What follows belongs to an exercise in optimizing a design on an open flow for small area; a production flow would make more cautious choices.
In this exercise RTL edits were held to simulation tests only and were not proved equivalent to the original.
Power figures rest on the tool's default switching activity, not on a simulated workload.

<file path="design/flow/design.v">
`timescale 1ns / 1ps
module Zmija(
input clk50, reset, up, down, left, right,
output [9:0] yCount,
output [9:0] xCount,
output VGA_hSync,
output VGA_vSync,
output VGA_R,
output VGA_G,
output VGA_B
 );
    parameter H_DISPLAY = 640;
    parameter H_FRONT_PORCH = 27;
    parameter H_SYNC_WIDTH = 96;
    parameter H_BACK_PORCH = 37;
    parameter H_TOTAL = 800;
    parameter V_DISPLAY = 485;
    parameter V_FRONT_PORCH = 8;
    parameter V_SYNC_WIDTH = 2;
    parameter V_BACK_PORCH = 26;
    parameter V_TOTAL = 521;
    parameter TIMER_MAX = 61799;
    reg [9:0] hCount, vCount;
    reg [5:0] k_s;
    reg [4:0] k_r;
    reg [9:0] hCount_next, vCount_next;
    reg hSync, vSync;
    reg hSync_next, vSync_next;
    reg red_value, green_value;
    wire blue_value = 1'b0;
    reg [5:0] x1, x2, x3, x4;
    reg [4:0] y1, y2, y3, y4;
    reg [5:0] apple_x1,apple_x2;
    reg [4:0] apple_y1,apple_y2;
    reg game_over;
    reg [31:0] timer_1;
    reg b;
    reg [1:0] direction;
    reg [1:0] controll;
    reg clk25;
    wire pix_en = ~clk25;
    always @(posedge clk50 or posedge reset) begin
        if (reset)
            clk25 <= 1'b0;
        else
            clk25 <= ~clk25;
    end
    always @(posedge clk50 or posedge reset) begin
        if(reset) begin
            vCount <= 0;
            hCount <= 0;
            vSync <= 1'b0;
            hSync <= 1'b0;
        end
        else begin
            vCount <= vCount_next;
            hCount <= hCount_next;
            vSync <= vSync_next;
            hSync <= hSync_next;
        end
    end
    always @(posedge clk50 or posedge reset) begin
        if(reset)
            hCount_next <= 0;
        else if (pix_en) begin
            if (hCount == H_TOTAL - 1)
                hCount_next <= 0;
            else
                hCount_next <= hCount + 1;
        end
    end
    always @(posedge clk50 or posedge reset) begin
        if(reset)
            vCount_next <= 0;
        else if (pix_en) begin
            if (hCount == H_TOTAL - 1) begin
                if(vCount == V_TOTAL - 1)
                    vCount_next <= 0;
                else
                    vCount_next <= vCount + 1;
            end
        end
    end
    always @(posedge clk50 or posedge reset) begin
        if(reset)
            controll<=0;
        else if (pix_en) begin
            if(up) begin
                if(direction != 1)
                    controll <= 3;
            end
            else if(left) begin
                if(direction != 0)
                    controll <= 2;
            end
            else if(down) begin
                if(direction != 3)
                    controll <= 1;
            end
            else if(right) begin
                if(direction != 2)
                    controll <= 0;
            end
        end
    end
    always @(posedge clk50) begin
      if (pix_en) begin
        k_s <= hCount [9:4];
        k_r <= vCount [9:4];
        if (reset)
        begin
            x1 <= 4;
            x2 <= 3;
            x3 <= 2;
            x4 <= 1;
            y1 <= 1;
            y2 <= 1;
            y3 <= 1;
            y4 <= 1;
            game_over<=0;
            apple_x1 <=32;
            apple_y1 <= 3;
            apple_x2 <=5 ;
            apple_y2 <= 25;
            direction <=0;
            red_value <= 0;
            green_value <= 0;
            timer_1 <= 0;
            b <= 0;
        end
        else
        begin
        if(x1==0 || x1 == 37 || y1==0 || y1==29 || game_over==1)
        begin
            game_over<=1;
            red_value<=0;
            green_value<=0;
        end
        else
        begin
        if(k_r < 30 && hCount [3:0]==0)
        begin 
                green_value <= 0;
                red_value<=0;
        end
        else if(k_s < 38 && vCount [3:0]==0)  
        begin
                green_value <= 0;
                red_value<=0;
        end
        else if((k_r == y1)&&(k_s==x1))
        begin
                green_value<=1;
                red_value<=0;
        end
        else if(k_r == y2 && k_s==x2)
        begin
                green_value<=1;
                red_value<=0;
        end
        else if(k_r == y3 && k_s==x3)
        begin
                green_value<=1;
                red_value<=0;
        end
        else if(k_r == y4 && k_s==x4)
        begin
                green_value<=1;
                red_value<=0;
        end
        else if(k_r== apple_y1 && k_s == apple_x1)
                red_value<=1;
        else if(k_r== apple_y2 && k_s == apple_x2)
                red_value<=1;
        else
        begin
                green_value<=0;
                red_value<=0;
        end
        end
        if(x1 == apple_x1 && y1==apple_y1)
                apple_x1<=45;
        if(x1 == apple_x2 && y1==apple_y2)
                apple_x2<=45;
        case(direction)
            0: begin
                if(b)
                begin
                    x1<=x1+1;
                    x2<=x1;
                    y2<=y1;
                    x3<=x2;
                    y3<=y2;
                    x4<=x3;
                    y4<=y3;
                end
            end
            1:begin
                if(b)
                begin
                    y1<=y1+1;
                    x2<=x1;
                    y2<=y1;
                    x3<=x2;
                    y3<=y2;
                    x4<=x3;
                    y4<=y3;
                end
            end
            2:begin
                if(b)
                begin
                    x1<=x1-1;
                    x2<=x1;
                    y2<=y1;
                    x3<=x2;
                    y3<=y2;
                    x4<=x3;
                    y4<=y3;
                end
            end
            3:begin
                if(b)
                begin
                    y1<=y1-1;
                    x2<=x1;
                    y2<=y1;
                    x3<=x2;
                    y3<=y2;
                    x4<=x3;
                    y4<=y3;
                end
            end
        endcase
            if(k_s== 0 && k_r<30)
                red_value <= 1;
            else if(k_s== 37 && k_r<30)
                red_value <= 1;
            else if(k_s<40 && k_r==0)
                red_value <= 1;
            else if(k_s<40 && k_r==29)
                red_value <= 1;
        if(timer_1==TIMER_MAX)
        begin
            timer_1 <= 0;
            b <= 1;
            direction<=controll;
        end
        else begin
            timer_1 <= timer_1+1;
            b <= 0;
        end
        end
      end
    end
    always @(posedge clk50) begin
      if (pix_en) begin
        hSync_next <= (hCount >= (H_DISPLAY + H_FRONT_PORCH) && hCount <= (H_DISPLAY + H_FRONT_PORCH + H_SYNC_WIDTH - 1));
        vSync_next <= (vCount >= (V_DISPLAY + V_FRONT_PORCH) && vCount <= (V_DISPLAY + V_FRONT_PORCH + V_SYNC_WIDTH - 1));
      end
    end
    assign xCount = hCount;
    assign yCount = vCount;
    assign VGA_hSync = ~hSync;
    assign VGA_vSync = ~vSync;
    assign VGA_R = red_value;
    assign VGA_B = blue_value;
    assign VGA_G = green_value;
endmodule
</file>
<file path="design/flow/run.sh">
#!/bin/bash
# synth_recipe.tcl (not shown) runs the flow's synth.tcl, then flattens the netlist and writes it again
# the make line also repeats each setting of config.mk as NAME=value (left out here)
make -C /OpenROAD-flow-scripts/flow DESIGN_CONFIG=/design/flow/config.mk WORK_HOME=/design/flow/orfs CLKGATE_MAP_FILE= SYNTH_SCRIPT=/design/flow/synth_recipe.tcl finish
</file>
<file path="design/flow/config.mk">
export PLATFORM = sky130hd
export DESIGN_NAME = Zmija
export DESIGN_NICKNAME = Zmija
export VERILOG_FILES = /design/flow/design.v
export SDC_FILE = /design/flow/constraint.sdc
export NUM_CORES = 4
export LEC_CHECK = 0
export CAP_MARGIN = 20
export CORE_MARGIN = 2
export CORE_UTILIZATION = 40
export SLEW_MARGIN = 20
</file>
<file path="design/flow/constraint.sdc">
create_clock -name core_clock -period 20.0 [get_ports {clk50}]
set_input_delay 4.0000 -clock core_clock [delete_from_list [all_inputs] [get_ports {clk50}]]
set_output_delay 4.0000 -clock core_clock [all_outputs]
set_load 0.01 [all_outputs]
</file>
==> metrics.md <==
| Metric | Value |
|---|---|
| Top Ports | `31` |
| Post-cts sizing count | `0` |
| Die height | `138 um` |
| Area delta synth->final | `15.0%` |
| Final hold slack | `0.350 ns` |
| Worst-path maximum fanout | `48` |
| Clock root buffer | `clkbuf_16` |
| Overall routing resource usage | `16.4%` |
| Setup TNS | `0 ns` |
| Area share of the largest cell type after synthesis | `40.8%` |
| Post-synthesis cell area | `7140 sq um` |
| Final net count | `689` |
| Largest area contributor in the netlist | `edfxtp_1` |
| Core Region | `17400 sq um` |
| Site Rows | `48` |
| Clock power frac | `46.7%` |
| Pins Over Slew Limit | `0` |
| Vias/cell | `5.18` |
| Crit. End Element | `register` |
| Net count after synthesis | `665` |
| Worst Path Required | `20.12 ns` |
| Yosys cell types | `51` |
| Post-DP HPWL | `9820 um` |
| Setup violations, final | `0` |
| PwrDens | `79.9 nW/um^2` |
| Cell breakdown of the critical path | `clkdlybuf4s50_1 > buf_4 > o21ai_0 > inv_1 > buf_16` |
| Clock Skew | `0.00990 ns` |
| Initial antenna violation count | `0` |
| WL/cell | `15.8 um` |
| Largest net degree at the start of global routing | `56` |
| CTS tree | `built` |
| Relative max-transition margin | `43.0%` |
| Via count | `4676` |
| Layout cells sized above 1 | `6.78%` |
| CP bufs+invs | `4` |
| Synth async-reset ratio | `31.7%` |
| Total gr overflow | `0` |
| Logic pwr share | `3.7%` |
| Drt pass-1 iters | `7` |
| Sequential power share | `49.6%` |
| Die area | `18900 sq um` |
| Total power | `0.000656 W` |
| Final min period | `5.80 ns` |
| Post-synth top flop | `edfxtp_1` |
| Syn avg cell area | `11.1 sq um` |
| CTS sink cnt | `142` |
| Clock Latency Late Sink | `0.42 ns` |
| Pint | `0.000515 W` |
| Critical Path AT | `5.92 ns` |
| RD Place Congestion | `0.839` |
| CTS Hold Bufs | `0` |
| Top Family by Delay on Critical Path | `buffers and inverters` |
| Max-cap violations | `0` |
| Vias in the first global route | `4764` |
| # H-tree levels | `4` |
| Wire length of the first global-routing pass | `23900 um` |
| Final Hold Fails | `0` |
| Tightest Pin Transition | `0.856 ns` |
| Starting density of the core | `41.1%` |
| Synth top area cells | `edfxtp_1 (41%), dfrtp_1 (16%), xnor2_1 (9.0%)` |
| Outcome | `timing/DRC/antenna clean` |
| Lkg Pwr | `3.04 nW` |
| Slowest cell on the critical path | `inv_1` |
| Post-route DRC | `0` |
| RSZ-0062 raised after global routing | `no` |
| Max Fclk | `172 MHz` |
| Register bit total from synthesis | `142` |
| Total setup buffers inserted after CTS | `0` |
| CP max stage delay | `0.53 ns` |
| CP Launch Type | `input pin` |
| DRT iter0 DRCs | `280` |
| Cells after Synth | `641` |
| Worst VDD drop | `0.0773 mV` |
| Routed wire length | `14300 um` |
| CTS clk-pin slew, worst paths | `0.06 ns` |
| EDFF count, synth | `97` |
| Maximum clock insertion buffer count | `2` |
| I/O Buffers | `29` |
| CP Class | `input pin to register` |
| Syn. warnings | `1` |
| ANT cells | `0` |
| P_sw | `0.000141 W` |
| Register area share after synthesis | `56.6%` |
| Post-DRT Antenna Nets | `0` |
| Pre-CTS WS | `13.56 ns` |
| Fin crit share | `29.0%` |
| Num CTS Buffers | `17` |
| Sw Share | `21.5%` |
| Die Wd | `138 um` |
| Final worst setup slack | `14.20 ns` |
| Min-Delay Path Class | `register to register` |
## worst register-to-register path: cells and delay by family, from the launching register on
family,cells,cell delay [ns]
AND/OR/NAND/NOR,5,2.31
flip-flops,1,0.48
## cell usage after synthesis, drive strengths merged (3+ instances only)
cell type and n:
ha 16, nor4b 3, nand4 21, nor2 60
and2 7, and4 4, nor4 15, buf 9
clkbuf 20, inv 30, o31ai 5, edfxtp 97
nor2b 29, dfrtp 45, or4 7, xor2 23
a21o 6, or3 6, xnor2 73, or2 8
o21ai 20, a31oi 4, and3 7, a21oi 14
nand2 45, nor3 19, nand3 24
## final timing paths
| kind | start | cells past startpoint | end | slack (ns) |
|---|---|---|---|---|
| min | vSync_next | 0 | vSync | 0.35 |
| min in group asynchronous | reset | 4 | controll[0] | 4.45 |
| max | reset | 5 | y4[1] | 14.20 |
| max reg2reg | timer_1[26] | 5 | direction[0] | 16.92 |
| min reg2reg | vSync_next | 0 | vSync | 0.35 |
| max in group asynchronous | reset | 4 | vCount_next[4] | 15.06 |
## sequential cells by signal, indices dropped and copies added (netlist names), 2 cells and up
signal,flops
vCount_next,10
x1,6
vCount,10
y1,5
y3,5
k_s,6
hCount,10
hCount_next,10
direction,2
controll,2
y2,5
x4,6
timer_1,32
y4,5
k_r,5
x2,6
x3,6
## metal layers
| metal | track usage, % | up-vias | routed length [um] |
|---|---|---|---|
| li1 | - | 2311 | - |
| met4 | 6.82 | 0 | 217 |
| met2 | 26.2 | 76 | 6970 |
| met1 | 21.8 | 2272 | 6640 |
| met3 | 3.53 | 17 | 445 |
| met5 | 0 | - | 0 |
## stage by stage
step	util [%]	cells	area [sq um]
2_1_floorplan	-	641	7140
3_3_place_gp	43.8	870	7600
3_5_place_dp	43.9	871	7630
4_1_cts	47.3	903	8220
5_1_grt	47.3	903	8220
6_report	47.3	903	8220
## cell type report
cell class / instances / area, sq um
fill: 1573 / 9140
sequential: 142 / 4040
tap: 225 / 282
clock inverter: 10 / 70.1
timing repair buffer: 34 / 348
clock buffer: 22 / 518
inverter: 31 / 116
multi-input combinational: 439 / 2840
## power groups by stage
| stage | logic [W] | registers [W] | clock network (W) |
|---|---|---|---|
| after global routing | 0.0000277 | 0.000326 | 0.000325 |
| after CTS | 0.0000246 | 0.000325 | 0.000312 |
| after detailed placement | 0.0000244 | 0.000331 | 0 |
| after floorplan | 0.0000199 | 0.000329 | 0 |
| after global placement | 0.0000234 | 0.000331 | 0 |
| final | 0.0000241 | 0.000325 | 0.000307 |
## kinds of logic (layout without fill, tap and decap cells)
kind of cell	count (synthesis)	count (layout)	synth area share (%)
simple gates	261	261	18.9
other cells	1	1	0.0525
mux	3	3	0.438
xor+xnor	96	96	11.8
fa+ha+maj	18	18	3.36
compound gates	60	60	5.24
buf+inv	60	97	3.64
flops	142	142	56.6
## cells in the final DEF, fill, tap and decap left out, drive strengths merged, types with 2 or more instances in the layout
cell type       n
edfxtp         97
xnor2          73
nor2           60
nand2          45
dfrtp          45
inv            35
nor2b          29
clkdlybuf4s50  29
nand3          24
xor2           23
clkbuf         22
nand4          21
o21ai          20
nor3           19
ha             16
nor4           15
a21oi          14
or2             8
or4             7
and2            7
and3            7
or3             6
a21o            6
o31ai           5
buf             5
and4            4
a31oi           4
clkinv          4
nor4b           3
a2111oi         2
nand3b          2
mux2i           2
fa              2
clkinvlp        2

## afterwards: timing with drivers on the ports
The flow's constraints put no driver on any port. The routed layout listed below was extracted and timed again, unchanged, in two steps. Step 1, drivers: a clkbuf_16 drives clk50 and a buf_2 each remaining input, both assumed. Step 2 moves the port delays by t, midway between the first and last clock arrival at a register: inputs arrive t later, outputs are due t later. That takes back most of the time a late clock gives input paths. Slacks: ideal / step 1 / step 2; pairs: ideal / step 1.
t, ns: 0.459
setup slack, ns: 14.196 / 14.220 / 13.761
hold slack, ns: 0.350 / 0.350 / 0.350
clock arrival spread, ns: 0.009 / 0.010
slew at the worst register clock pin (ns): 0.06 / 0.06
After both steps this run still meets setup and hold. For this run, drivers alone change the setup slack by +0.024 ns; drivers and shift together by -0.435 ns.
